Background: an optimization exercise with open tools, aiming at a short achievable clock period and few clock cycles. Do not read the settings as production practice.
Where RTL was checked, it was by simulation tests only, not by an equivalence proof against the original.
No activity file was given, so power comes from the tool's default toggle rates.

wip/umber:
// core
module core (
    input clk,
    input reset,
    output [11:0] imem_addr,
    input [15:0] imem_data,
    output wb_valid,
    output [2:0] wb_reg,
    output [15:0] wb_data
);
Size in the first run: ~680 flip-flops, about 32000 um2 of cells after synthesis.
==> flow/config.mk <==
export PLATFORM = sky130hd
export DESIGN_NAME = core
export DESIGN_NICKNAME = core
export VERILOG_FILES = /design/flow/design.v
export SDC_FILE = /design/flow/constraint.sdc
export NUM_CORES = 4
export LEC_CHECK = 0
export ABC_AREA = 1
export CAP_MARGIN = 20
export CORE_MARGIN = 2
export CORE_UTILIZATION = 40
export SETUP_SLACK_MARGIN = 3.8
export SLEW_MARGIN = 20
export TNS_END_PERCENT = 100
==> flow/constraint.sdc <==
create_clock -name core_clock -period 6.0 [get_ports {clk}]
set_input_delay 1.2000 -clock core_clock [delete_from_list [all_inputs] [get_ports {clk}]]
set_output_delay 1.2000 -clock core_clock [all_outputs]
set_load 0.01 [all_outputs]
run.sh (not shown) runs the stock make flow with config.mk's settings and CLKGATE_MAP_FILE= SYNTH_SCRIPT=/design/flow/synth_recipe.tcl, a recipe that flattens the netlist after the stock synthesis.
Testbench counts of wip/umber, summed over its fixed seeds: cycles 66,324.
## Diff of input files: wip/willow against wip/umber
- a change of CORE_UTILIZATION from 40 to 50
- a change of SETUP_SLACK_MARGIN from 3.8 to 3.6
- an added PLACE_DENSITY of 0.7
### Flow results
wip/umber → wip/willow: aggregate global-route resource usage increased 4.2 points, total core area down about 20%, area of all placed cells without fillers went down, fmax now sits lower. Compared with wip/umber, wip/willow shows setup slack lower by 0.064 ns. Master of the slowest instance on the critical path = sky130_fd_sc_hd__dfrtp_2: wip/willow; master of the slowest instance on the critical path = sky130_fd_sc_hd__dfrtp_1: wip/umber.

---

the previous run:
Another version of the RTL of core (not shown whole).
For scale: roughly 640 flip-flops, ~50 I/O pins, about 29000 um2 of cells after synthesis.
Settings: LEC_CHECK=0, ABC_CLOCK_PERIOD_IN_PS=2000, CAP_MARGIN=20, CORE_MARGIN=2, CORE_UTILIZATION=40, SETUP_SLACK_MARGIN=3.5, SLEW_MARGIN=20, TNS_END_PERCENT=100; clock period 6.0 ns.
The previous run: flow completed, timing, DRC and antenna clean
Input-level comparison between the current run and the previous run:
Settings: SETUP_SLACK_MARGIN now 4.0, was 3.5; CORE_UTILIZATION now 60, was 40.
Results
- The current run closes out successfully: all stages finished, all timing, DRC and antenna checks passed.
- Going from the previous run to the current run, portion of total power attributed to sequential cells moved down, worst setup slack after layout now sits lower, cell area after layout +about 3%, final setup skew increased by 15 ps relative to the old numbers.
- What the current run reported for leakage power summed over all cells has to be multiplied by 0.950 to get the figure for the previous run.
- Going from the previous run to the current run, pre-CTS setup slack shrinks by 230 ps.
- Well tap count in the current run vs the previous run: down about 35%
- Routed wire length (the current run over the previous run): increase, 22000 um
- Taking the previous run as the reference, in the current run area growth from synthesis to final layout now larger; detailed route wirelength on metal3 increased about 120%.
- e_a[0]$_DFF_P_ as the timing startpoint of the critical path was reported by the previous run, and i_key[5]$_DFF_P_ by the current run.
- The current run vs the previous run on global-route met1 utilization: the current run is the higher one.
Function was not checked in any run of this note: the RTL went through the layout flow alone.

---

Another version of the RTL of core (not shown whole).
Size: ~2500 cells after synthesis, ~640 flip-flops, ~50 I/O pins.
make LEC_CHECK=0 CAP_MARGIN=20 CORE_MARGIN=2 CORE_UTILIZATION=40 CTS_CLUSTER_DIAMETER=100 CTS_CLUSTER_SIZE=30 SETUP_SLACK_MARGIN=3.5 SLEW_MARGIN=20 TNS_END_PERCENT=100 finish   # period 6.0 ns
The starting point ran to the end with no violations.
Testbench counts at the start, summed over its fixed seeds: cycles 66,292.
Next try:
Settings changed: CTS_CLUSTER_DIAMETER 100 to default, CTS_CLUSTER_SIZE 30 to default, PLACE_DENSITY from default to 0.75.
The changed run finished with timing, DRC and antenna clean.
Clock power goes up by 81%.
Power goes up by 15%.
Utilization goes up by 2.1 points.
Setup slack got worse by 0.021 ns.
Cell area goes up by 4.4%.
Global-route usage goes down by 0.11 points.
Synthesized area is unchanged.
Fmax goes down by 0.82%.
Count of clock-buffer cells in the layout goes up by 34.
Via count goes up by 7.3%.
Next try:
Settings changed: ABC_AREA from default to 1, PLACE_DENSITY 0.75 to default.
Effect: The new run finished with timing, DRC and antenna clean; synthesized area came out higher by a little under a tenth; non-clock buffer count went down by 70; setup slack is better by 0.0088 ns; design area climbs by a few percent; cell count goes up by well over a third; utilization fell by 1.9 points; fmax goes up slightly; power barely changes; clock-buffer cell count climbs by 20.
Next try:
Settings changed: ABC_AREA 1 to default, CORE_UTILIZATION 40 to 50, PLACE_DENSITY from default to 0.7, SETUP_SLACK_MARGIN 3.5 to 3.6.
After rerunning: Sequential power rose by 5.9%; routed wire length fell by 14%; count of clock-buffer cells in the layout rose by 2; global-route usage rose by 3.8 points; power rose by 2.7%; utilization rose by 16 points; cell area stays flat; sequential share of layout area rose by 0.28 points.

---

run A:
core, a different RTL version from the one above (not shown whole).
Size in the first run: roughly 3600 cells after synthesis, roughly 50 I/O pins, about 32000 sq um of cells after synthesis.
make LEC_CHECK=0 ABC_AREA=1 CAP_MARGIN=20 CORE_MARGIN=2 CORE_UTILIZATION=40 SETUP_SLACK_MARGIN=3.9 SLEW_MARGIN=20 TNS_END_PERCENT=100 finish   # period 6.0 ns
Run A went all the way through the flow, and no timing, DRC or antenna check failed.
Testbench counts of run A, summed over its fixed seeds: cycles 66,324.
Setup changes, run A to run B
- changing SETUP_SLACK_MARGIN from 3.9 to 4.2
--- outcome ---
Run B has met1 usage above what run A had.
Compared with run A, placement density in the core of run B is higher.
Changes observed in run B relative to run A: setup slack now sits higher, power now sits higher.
The following lists how run C was set up differently from run B:
- CORE_UTILIZATION: 40 -> 35
[summary]
Design area up about 1.3% in run C wrt run B. [run C vs run B] wire length of the first global-routing pass: higher in run C. Area of the placeable core, run C and run B: smaller value in run B. Combinational power share | run C above run B. Of run C and run B, the run reporting the lower setup slack at placement was run B. Run C -> run B: sequential power flat. Proportion of cell area occupied by multi-input gates: run C < run B. Run B → run C: minimum setup slack in the final design -0.016 ns; final weighted congestion in routability-driven placement -5.1%; non-clock buffer count +13%.

---

## v47
Another version of the RTL of core (not shown whole).
For scale: about 2600 cells after synthesis, roughly 670 flip-flops, about 50 I/O pins.
Settings: LEC_CHECK=0, CAP_MARGIN=20, CORE_MARGIN=2, CORE_UTILIZATION=40, SETUP_SLACK_MARGIN=3.5, SLEW_MARGIN=20, TNS_END_PERCENT=100; clock period 6.0 ns.
Testbench counts of v47, summed over its fixed seeds: cycles 66,324.
For v38, these inputs were changed with respect to v47:
Settings: an added ABC_AREA of 1.
Results
All of v38 and v47 finish clean.
From v47 to v38 the numbers moved as follows: register area share after synthesis now sits lower; portion of the clock cycle consumed by the worst path in the final layout -2.0 points; via count of the routed design climbed 5577.
--- input diff v38..v45 ---
Settings: ABC_AREA removed (was 1); SYNTH_HIERARCHICAL newly set to 1; SYNTH_MINIMUM_KEEP_SIZE newly set to 0.
==> comparison <==
v45 did not stop at any stage, and its layout met the timing, design-rule and antenna checks. Diff v38 -> v45: worst-case reg-to-reg path depth -6; layout-stage area growth over the synthesis result moved up; clock-buffer cell count now sits higher; global-route wire length before repair lost 16000 um. Run comparison: v45 endpoint of the most critical setup path e_a[11]; v38 endpoint of the most critical setup path wb_valid. The final hold slack on v38 is in line with that on v45.

---

core, a different RTL version from the one above (not shown whole).
Size in the first run: about 2300 cells after synthesis, about 450 flip-flops, roughly 50 I/O pins, ~25000 um2 of cells after synthesis.
clock: 6.0 ns
lec_check: 0
abc_clock_period_in_ps: 2000
cap_margin: 20
core_margin: 2
core_utilization: 40
setup_slack_margin: 3.5
slew_margin: 20
tns_end_percent: 100
Testbench counts at the start, summed over its fixed seeds: cycles 91,006.
Change:
Settings changed: ABC_CLOCK_PERIOD_IN_PS 2000 to default, SETUP_SLACK_MARGIN 3.5 to default, TNS_END_PERCENT 100 to default.
The new run produced a clean layout. Die area does not change. Wire length goes down by about 20%. Sequential share of layout area goes up by 7.4 points. Clock power goes down by about 2%. Combinational power goes down by about 40%. Clock skew barely changes. Final cell count goes down by about 9%. Synthesized cell count stays the same. Utilization goes down by 11 points. Worst setup slack is worse by 1300 ps.

---

core with an RTL version that a note above also has.
For scale: ~2500 cells after synthesis, roughly 50 I/O pins.
Design core, start of the top module:
module core (
    input clk,
    input reset,
    output [11:0] imem_addr,
    input [15:0] imem_data,
    output wb_valid,
    output [2:0] wb_reg,
    output [15:0] wb_data
);
    localparam NT = 8;          
    reg [11:0] fa;              
    reg        dv;              
    reg [11:0] dpc;             
    reg        dhit;            
    reg [3:0]  dmask;           
    reg        ev, e_alu, e_br;
    reg [2:0]  e_rx;
    reg [15:0] e_a, e_b;        
    reg [15:0] e_na, e_nb;      
    reg [15:0] e_bx;            
    reg        e_sub, e_ar;     
    reg [7:0]  e_op;            
    reg [1:0]  e_cond;
    reg [11:0] e_tgt, e_fall, e_pc;
    reg        e_hit;
    reg [3:0]  e_mask;
    reg        vv;              
    reg [3:0]  v_mask;
    reg [11:0] v_fall;
    reg        r_act, r_len;    
    reg [11:0] r_key;
    reg [3:0]  r_mask;
    reg        i_v;             
    reg [7:0]  i_sel;           
    reg        i_upd;           
    reg [11:0] i_key, i_del;
    reg [3:0]  i_mask;
    reg        w_v;
    reg [2:0]  w_rx;
    reg        k_v;
    reg [15:0] k_c;
    reg [15:0] R [0:7];
    reg [15:0] C;               
    reg        wbv;
    reg [2:0]  wbr;
    reg          tv    [0:NT-1];
    reg [11:0]   tkey  [0:NT-1];
    reg [11:0]   tdel  [0:NT-1];    
    reg [3:0]    tmask [0:NT-1];
    reg [2:0]    tptr;        
    assign imem_addr = fa;
    assign wb_valid  = wbv;
    assign wb_reg    = wbr;
    assign wb_data   = C;
    wire c_hi0 = ~|C[15:2];
    wire [3:0] ccls = {~c_hi0, c_hi0 & C[1] & ~C[0], c_hi0 & ~C[1] & C[0], c_hi0 & ~C[1] & ~C[0]};
    wire mis_v = vv & ~|(v_mask & ccls);
    wire [15:0] a = e_a;
    wire [15:0] b = e_b;
  ...
clock: 6.0 ns
lec_check: 0
cap_margin: 20
core_margin: 2
core_utilization: 40
setup_slack_margin: 3.5
slew_margin: 20
tns_end_percent: 100
The first run finished with timing, DRC and antenna clean.
Testbench counts at the start, summed over its fixed seeds: cycles 66,292.
Rerun with:
--- a/flow/config.mk
+++ b/flow/config.mk
@@ -11,3 +11,3 @@
 export SETUP_SLACK_MARGIN = 3.5
 export SLEW_MARGIN = 20
-export TNS_END_PERCENT = 100
+export TNS_END_PERCENT = 5
- area after synthesis does not change
- global-route usage fell by 0.59 points
- wire length fell by 1.4%
- cell area fell by 2.5%
- worst setup slack got worse by 170 ps

---

== oak ==
Another version of the RTL of core (not shown whole).
For scale: about 2600 cells after synthesis, ~650 flip-flops, about 50 I/O pins, ~0.031 sq mm of cells after synthesis.
==> flow/config.mk <==
export PLATFORM = sky130hd
export DESIGN_NAME = core
export DESIGN_NICKNAME = core
export VERILOG_FILES = /design/flow/design.v
export SDC_FILE = /design/flow/constraint.sdc
export NUM_CORES = 4
export LEC_CHECK = 0
export CAP_MARGIN = 20
export CORE_MARGIN = 2
export CORE_UTILIZATION = 40
export SETUP_SLACK_MARGIN = 3.5
export SLEW_MARGIN = 20
export TNS_END_PERCENT = 50
==> flow/constraint.sdc <==
create_clock -name core_clock -period 6.0 [get_ports {clk}]
set_input_delay 1.2000 -clock core_clock [delete_from_list [all_inputs] [get_ports {clk}]]
set_output_delay 1.2000 -clock core_clock [all_outputs]
set_load 0.01 [all_outputs]
Input changes introduced in pine (baseline for comparison: oak):
# oak
export LEC_CHECK = 0
export CAP_MARGIN = 20
export CORE_MARGIN = 2
export CORE_UTILIZATION = 40
export SETUP_SLACK_MARGIN = 3.5
export SLEW_MARGIN = 20
export TNS_END_PERCENT = 50
create_clock -name core_clock -period 6.0 [get_ports {clk}]
# pine
export LEC_CHECK = 0
export CAP_MARGIN = 20
export CORE_MARGIN = 2
export CORE_UTILIZATION = 45
export SETUP_SLACK_MARGIN = 3.5
export SLEW_MARGIN = 20
export TNS_END_PERCENT = 100
create_clock -name core_clock -period 6.0 [get_ports {clk}]
### Flow results
No run among pine and oak stopped early or left any final violation; all are clean. Maximum number of pins on one net before global-route repair (higher): pine. Re async set-reset flop share out of synthesis: no difference whatsoever between oak and pine. On pine: global-route usage is 3.5 points higher than what oak gave.
Modified inputs, birch compared to pine
# pine
export LEC_CHECK = 0
export CAP_MARGIN = 20
export CORE_MARGIN = 2
export CORE_UTILIZATION = 45
export SETUP_SLACK_MARGIN = 3.5
export SLEW_MARGIN = 20
export TNS_END_PERCENT = 100
create_clock -name core_clock -period 6.0 [get_ports {clk}]
# birch
export LEC_CHECK = 0
export CAP_MARGIN = 20
export CORE_MARGIN = 2
export CORE_UTILIZATION = 40
export SETUP_SLACK_MARGIN = 3.5
export SLEW_MARGIN = 20
export TNS_END_PERCENT = 100
create_clock -name core_clock -period 6.0 [get_ports {clk}]
## What came out
From pine to birch the numbers moved as follows: post-placement cell area now sits higher, cell count grew by 4.1%.
birch ended with less utilization than pine.
Maximum cell stage delay along the critical path: lower on pine
Modified inputs, maple compared to birch
# birch
export LEC_CHECK = 0
export CAP_MARGIN = 20
export CORE_MARGIN = 2
export CORE_UTILIZATION = 40
export SETUP_SLACK_MARGIN = 3.5
export SLEW_MARGIN = 20
export TNS_END_PERCENT = 100
create_clock -name core_clock -period 6.0 [get_ports {clk}]
# maple
export LEC_CHECK = 0
export CAP_MARGIN = 20
export CORE_MARGIN = 2
export CORE_UTILIZATION = 40
export SETUP_SLACK_MARGIN = 3.7
export SLEW_MARGIN = 20
export TNS_END_PERCENT = 100
create_clock -name core_clock -period 6.0 [get_ports {clk}]
--- outcome ---
Compared with birch, maple instantiates a larger number of cells. Between maple and birch, synthesis-to-layout area growth is lower for birch, maple comes in above that. The run with more routed wire is maple, not birch. In the metrics for maple and birch, the one carrying the higher maximum frequency is birch. In maple relative to birch, non-clock buffer count had gone up by more than 10%. e_a[0]$_DFF_P_ as the worst setup path startpoint was reported by maple, and e_bx[2]$_DFF_P_ by birch.
No run of this note included a check of the RTL's function; only the layout flow was run.

---

the reference run:
RTL: one of the versions met above, not the one the previous note started from.
Size: roughly 680 flip-flops, about 50 I/O pins, ~32000 um2 of cells after synthesis.
// core
module core (
    input clk,
    input reset,
    output [11:0] imem_addr,
    input [15:0] imem_data,
    output wb_valid,
    output [2:0] wb_reg,
    output [15:0] wb_data
);
clock: 6.0 ns
lec_check: 0
abc_area: 1
cap_margin: 20
core_margin: 2
core_utilization: 40
setup_slack_margin: 4.1
slew_margin: 20
tns_end_percent: 100
Testbench counts of the reference run, summed over its fixed seeds: cycles 66,324.
Input changes introduced in the trial run (baseline for comparison: the reference run):
- a change of SETUP_SLACK_MARGIN from 4.1 to 4.5
### Flow results
- Against the reference run, the trial run comes in 3.8% higher on post-cts sizing count.
- Re setup slack: the trial run is 91 ps down on the reference run.
- Synthesized cell count: the trial run vs the reference run identical
- Summary of the trial run over the reference run: peak clock frequency supported by timing down 15 MHz, fraction of met3 tracks used by global routing increased 0.29 points, sequential share of layout area now smaller.

---

== build 67 ==
core, a different RTL version from the one above (not shown whole).
For scale: ~50 I/O pins, about 32000 µm² of cells after synthesis.
clock: 6.0 ns
lec_check: 0
abc_area: 1
cap_margin: 20
core_margin: 2
core_utilization: 40
setup_slack_margin: 3.9
slew_margin: 20
tns_end_percent: 100
Testbench counts of build 67, summed over its fixed seeds: cycles 66,324.
Modified inputs, trial 58 compared to build 67
- swapping 3.9 for 4.2 in SETUP_SLACK_MARGIN
--- outcome ---
- In terms of proportion of cell area spent on the clock network, build 67 and trial 58 differ only marginally.
- From build 67 to trial 58, floorplan die area did not move at all.
- Switching part of the total power: trial 58 vs build 67 up 0.42 points
- Looking at capturing instance or port of the critical path, the wb_valid result is from trial 58; the wb_data[2] one comes from build 67.
- Setup WNS build 67 -> trial 58: better
- Build 67 → trial 58: post-CTS setup-driven buffer insertion count climbed 137; wire length of the first global-routing pass climbed 5.6%; met1 track demand over resource climbed 0.32 points; power climbed 2.1%.
- Trial 58 vs build 67 — fraction of area in registers dropped 1.5 points.
- Per the comparison of trial 58 with build 67, final critical path time including I/O delays and setup dropped 0.0096 ns; final wirelength shows an increase of 4700 µm.

static timing again, ports no longer ideal:
Ports are ideal in the flow. The routed layouts listed here were re-timed in OpenROAD.
Step 1: set_driving_cell puts a clkbuf_16 on clk and a buf_2 on each other input, an assumption about the parent block.
Step 2 also shifts input and output timing later by t, the mid clock arrival at the registers, as if the neighbouring blocks saw the same clock.
Slacks: ideal ports / drivers / drivers and shift; pairs: ideal ports / drivers.
| run | shift t [ns] | slack for setup (ns) | hold slack, ns | slew at the worst register clock pin (ns) | pins driven straight from the clock port |
|---|---|---|---|---|---|
| wip/umber | 0.695 | 3.574 / 3.553 / 2.898 | 0.326 / 0.326 / 0.326 | 0.07 / 0.07 | 1 |
| wip/willow | 0.678 | 3.510 / 3.510 / 2.939 | 0.329 / 0.329 / 0.329 | 0.07 / 0.07 | 1 |
| the previous run | 0.663 | 3.161 / 3.161 / 2.617 | 0.324 / 0.324 / 0.324 | 0.06 / 0.06 | 1 |
| the current run | 0.696 | 2.855 / 2.855 / 2.694 | 0.340 / 0.340 / 0.340 | 0.08 / 0.08 | 1 |
| the first run of note 3 | 0.679 | 3.394 / 3.336 / 2.794 | 0.339 / 0.339 / 0.339 | 0.12 / 0.12 | 1 |
| the second run of note 3 | 0.706 | 3.373 / 3.318 / 2.662 | 0.317 / 0.317 / 0.317 | 0.08 / 0.08 | 1 |
| the third run of note 3 | 0.695 | 3.382 / 3.315 / 2.826 | 0.323 / 0.323 / 0.323 | 0.07 / 0.07 | 1 |
| the fourth run of note 3 | 0.673 | 3.436 / 3.374 / 2.717 | 0.324 / 0.324 / 0.324 | 0.07 / 0.07 | 1 |
| run A | 0.681 | 3.630 / 3.597 / 2.929 | 0.299 / 0.299 / 0.299 | 0.07 / 0.07 | 1 |
| run B | 0.683 | 3.680 / 3.578 / 2.895 | 0.327 / 0.327 / 0.327 | 0.07 / 0.07 | 1 |
| run C | 0.692 | 3.664 / 3.598 / 2.926 | 0.310 / 0.310 / 0.310 | 0.07 / 0.07 | 1 |
| v47 | 0.675 | 3.396 / 3.319 / 2.643 | 0.327 / 0.327 / 0.327 | 0.07 / 0.07 | 1 |
| v38 | 0.707 | 3.515 / 3.449 / 2.851 | 0.325 / 0.325 / 0.325 | 0.07 / 0.07 | 1 |
| v45 | 0.681 | 2.990 / 2.990 / 2.484 | 0.326 / 0.326 / 0.326 | 0.07 / 0.07 | 1 |
| the first run of note 6 | 0.661 | 2.378 / 2.378 / 2.378 | 0.342 / 0.342 / 0.342 | 0.07 / 0.07 | 1 |
| the second run of note 6 | 0.657 | 1.124 / 1.124 / 1.124 | 0.349 / 0.349 / 0.349 | 0.06 / 0.06 | 1 |
| the first run of note 7 | 0.667 | 3.438 / 3.380 / 2.794 | 0.327 / 0.327 / 0.327 | 0.07 / 0.07 | 1 |
| the second run of note 7 | 0.676 | 3.265 / 3.205 / 2.601 | 0.327 / 0.327 / 0.327 | 0.06 / 0.06 | 1 |
| oak | 0.667 | 3.380 / 3.351 / 2.761 | 0.328 / 0.328 / 0.328 | 0.07 / 0.07 | 1 |
| pine | 0.686 | 3.395 / 3.374 / 2.687 | 0.318 / 0.318 / 0.318 | 0.07 / 0.07 | 1 |
| birch | 0.671 | 3.361 / 3.361 / 2.695 | 0.326 / 0.326 / 0.326 | 0.07 / 0.07 | 1 |
| maple | 0.666 | 3.232 / 3.232 / 2.659 | 0.327 / 0.327 / 0.327 | 0.07 / 0.07 | 1 |
| the reference run | 0.699 | 3.595 / 3.537 / 3.010 | 0.326 / 0.326 / 0.326 | 0.07 / 0.07 | 1 |
| the trial run | 0.696 | 3.503 / 3.503 / 2.828 | 0.320 / 0.320 / 0.320 | 0.08 / 0.08 | 1 |
| build 67 | 0.684 | 3.593 / 3.527 / 2.940 | 0.329 / 0.329 / 0.329 | 0.07 / 0.07 | 1 |
| trial 58 | 0.694 | 3.603 / 3.539 / 2.965 | 0.327 / 0.327 / 0.327 | 0.07 / 0.07 | 1 |
After both steps every run listed still meets setup and hold. For run B, which loses most, drivers alone change the setup slack by -0.102 ns; drivers and shift together by -0.785 ns.
